Source: an optimization exercise on an open RTL-to-GDS flow (aim: small area and a short achievable clock period). Production flows keep margins and buffers that such runs may drop.
Only simulation tests tie the RTL to the original design; equivalence was not proved.
No activity file was given, so power comes from the tool's default toggle rates.

==> flow/design.v (excerpt) <==
module exe_muldiv
(
    input logic         clk, rst,
    input logic         wb_do_branch,
    input logic         ix_mul_valid,
    input logic[4:0]    ix_mul_rd,
    input logic[31:0]   ix_mul_rs1,
    input logic[31:0]   ix_mul_rs2,
    input logic[1:0]    ix_mul_op,
    input logic         ix_div_valid,
    input logic[4:0]    ix_div_rd,
    input logic[31:0]   ix_div_rs1,
    input logic[31:0]   ix_div_rs2,
    input logic[1:0]    ix_div_op,
    output logic        mul_valid,
    output logic[4:0]   mul_rd,
    output logic[31:0]  mul_result,
    output logic        div_valid,
    output logic[4:0]   div_rd,
    output logic[31:0]  div_result
);
For scale: roughly 12000 cells after synthesis, roughly 1600 flip-flops, about 92000 sq um of cells after synthesis.
clock: 9.5 ns
lec_check: 0
abc_area: 1
cap_margin: 20
core_margin: 2
core_utilization: 50
cts_cluster_diameter: 100
cts_cluster_size: 30
setup_slack_margin: 5
slew_margin: 20
run.sh (not shown) runs the stock make flow with config.mk's settings and CLKGATE_MAP_FILE= SYNTH_SCRIPT=/design/flow/synth_recipe.tcl, a recipe that flattens the netlist after the stock synthesis.
Change:
Settings changed: CORE_UTILIZATION 50 to 40.
Total power increases by about 1%; clock skew went up by 0.020 ns; design area climbs by 0.97%; routed wire length falls by 5.1%; utilization drops by 11 points.


Another version of the RTL of exe_muldiv (not shown whole).
Size: about 1600 flip-flops, roughly 220 I/O pins, ~100000 µm² of cells after synthesis.
clock: 9.5 ns
lec_check: 0
abc_area: 1
cap_margin: 20
core_margin: 2
core_utilization: 40
setup_slack_margin: 5
slew_margin: 20
standard.sh (not shown) runs the stock make flow with config.mk's settings and CLKGATE_MAP_FILE= SYNTH_SCRIPT=/design/flow/synth_recipe.tcl, a recipe that flattens the netlist after the stock synthesis.
==> flow/flow/run.sh <==
#!/bin/bash
# The standard layout (the standard.sh, all steps), with one change to
# synthesis: no full/half-adder cell extraction (ADDER_MAP_FILE empty), so
# that ABC maps the adders into plain gates. Registers are unchanged.
set -euo pipefail
export ADDER_MAP_FILE=
bash standard.sh > standard.log 2>&1
Then changed:
==> flow/run.sh (new file) <==
#!/bin/bash
# synth_recipe.tcl (not shown) runs the flow's synth.tcl, then flattens the netlist and writes it again
# the make line also repeats each setting of config.mk as NAME=value (left out here)
make -C /OpenROAD-flow-scripts/flow DESIGN_CONFIG=/design/flow/config.mk WORK_HOME=/design/flow/orfs CLKGATE_MAP_FILE= SYNTH_SCRIPT=/design/flow/synth_recipe.tcl finish
--- a/flow/config.mk
+++ b/flow/config.mk
@@ -8,2 +8,3 @@
 export ABC_AREA = 1
+export ABC_CLOCK_PERIOD_IN_PS = 4000
 export CAP_MARGIN = 20
removed: flow/flow/run.sh
removed: flow/standard.sh
What happened: The changed run finished with timing, DRC and antenna clean; first-iteration DRC count hardly moves; setup slack loses 97 ps; via count went down by roughly a tenth; worst hold slack loses 20 ps; power went up by a few percent; maximum frequency went down by a few percent; wire length went down by a few percent; cell area went up slightly.

--- another note on this design; it stands on its own ---

==> v38 <==
Design exe_muldiv, start of the top module:
module exe_muldiv
(
    input logic         clk, rst,
    input logic         wb_do_branch,
    input logic         ix_mul_valid,
    input logic[4:0]    ix_mul_rd,
    input logic[31:0]   ix_mul_rs1,
    input logic[31:0]   ix_mul_rs2,
    input logic[1:0]    ix_mul_op,
    input logic         ix_div_valid,
    input logic[4:0]    ix_div_rd,
    input logic[31:0]   ix_div_rs1,
    input logic[31:0]   ix_div_rs2,
    input logic[1:0]    ix_div_op,
    output logic        mul_valid,
    output logic[4:0]   mul_rd,
    output logic[31:0]  mul_result,
    output logic        div_valid,
    output logic[4:0]   div_rd,
    output logic[31:0]  div_result
);
export LEC_CHECK = 0
export ABC_AREA = 1
export CAP_MARGIN = 20
export CORE_MARGIN = 2
export CORE_UTILIZATION = 40
export SLEW_MARGIN = 20
create_clock -name core_clock -period 9.5 [get_ports {clk}]
run.sh (not shown) runs the stock make flow with config.mk's settings and CLKGATE_MAP_FILE= SYNTH_SCRIPT=/design/flow/synth_recipe.tcl, a recipe that flattens the netlist after the stock synthesis.
==> v24: changes against v38 <==
- SETUP_SLACK_MARGIN: unset -> 5
==> run_results.csv <==
group,metric,value,unit
run_status,status,"finished clean",
detailed_routing,wl_met2,146000,µm
placement,gp_congestion,0.976,
final_layout,drive_above_1_share,0.0372,
setup_path,crit_buf_inv,5,
final_layout,regArea,31800,µm²
detailed_routing,met3WireLength,26600,µm
setup_path,r2r-start,"div.d3_reg[1]",
detailed_routing,routedWlPerCell,18.9,µm
setup_path,cp_slowest_cell,"fa_1",
final_layout,multiInputGateArea,60900,µm²
global_route,met1_usage,0.339,
global_route,antenna_found_initial,19,
sta,fin_crit,6.81,ns
cts,clkLatencyLatePin,0.88,ns
global_route,track_usage,0.250,
setup_path,r2r-end,"div.rn4_reg[28]",
final_layout,multi_input_area_share,0.529,
power,p_total,35.4,mW
final_layout,nets,15500,
final_layout,layout.non_clock_buffers,317,
Source of the figures above: v38

==> run_results.csv <==
group,metric,value,unit
detailed_routing,routedWlPerCell,19.3,µm
cts,clkLatencyLatePin,0.86,ns
power,p_total,35.9,mW
sta,fin_crit,4.51,ns
global_route,met1_usage,0.346,
setup_path,cp_slowest_cell,"fa_2",
global_route,track_usage,0.254,
setup_path,r2r-end,"div.rn4_reg[30]",
detailed_routing,met3WireLength,27100,µm
run_status,status,"finished clean",
final_layout,multi_input_area_share,0.531,
final_layout,layout.non_clock_buffers,465,
final_layout,multiInputGateArea,63500,µm²
Source of the figures above: v24

[separate check: timing with driven ports]
The flow's constraints put no driver on any port. The routed layouts listed below were extracted and timed again, unchanged, in two steps. Step 1, drivers: a clkbuf_16 drives clk and a buf_2 each remaining input, both assumed. Step 2 times the ports against the registers' clock, not the clock port: input delays grow and output delays shrink by t, the midpoint of the rising clock arrivals with the driver on. Three values: ideal, step 1, step 2; two values: the first two.
run | t, ns | setup slack, ns | slew at the worst register clock pin (ns)
the first run of note 1 | 0.849 | 5.012 / 5.012 / 4.477 | 0.12 / 0.12
the second run of note 1 | 0.835 | 5.106 / 5.106 / 4.435 | 0.11 / 0.11
the first run of note 2 | 0.933 | 5.084 / 5.084 / 4.422 | 0.07 / 0.07
the second run of note 2 | 0.930 | 4.987 / 4.987 / 4.987 | 0.07 / 0.07
v38 | 0.916 | 2.690 / 2.690 / 2.690 | 0.07 / 0.07
v24 | 0.930 | 4.987 / 4.987 / 4.987 | 0.07 / 0.07
After both steps setup and hold are still met in every run listed. For the second run of note 1, which loses most, drivers alone change the setup slack by 0.000 ns; drivers and shift together by -0.671 ns.
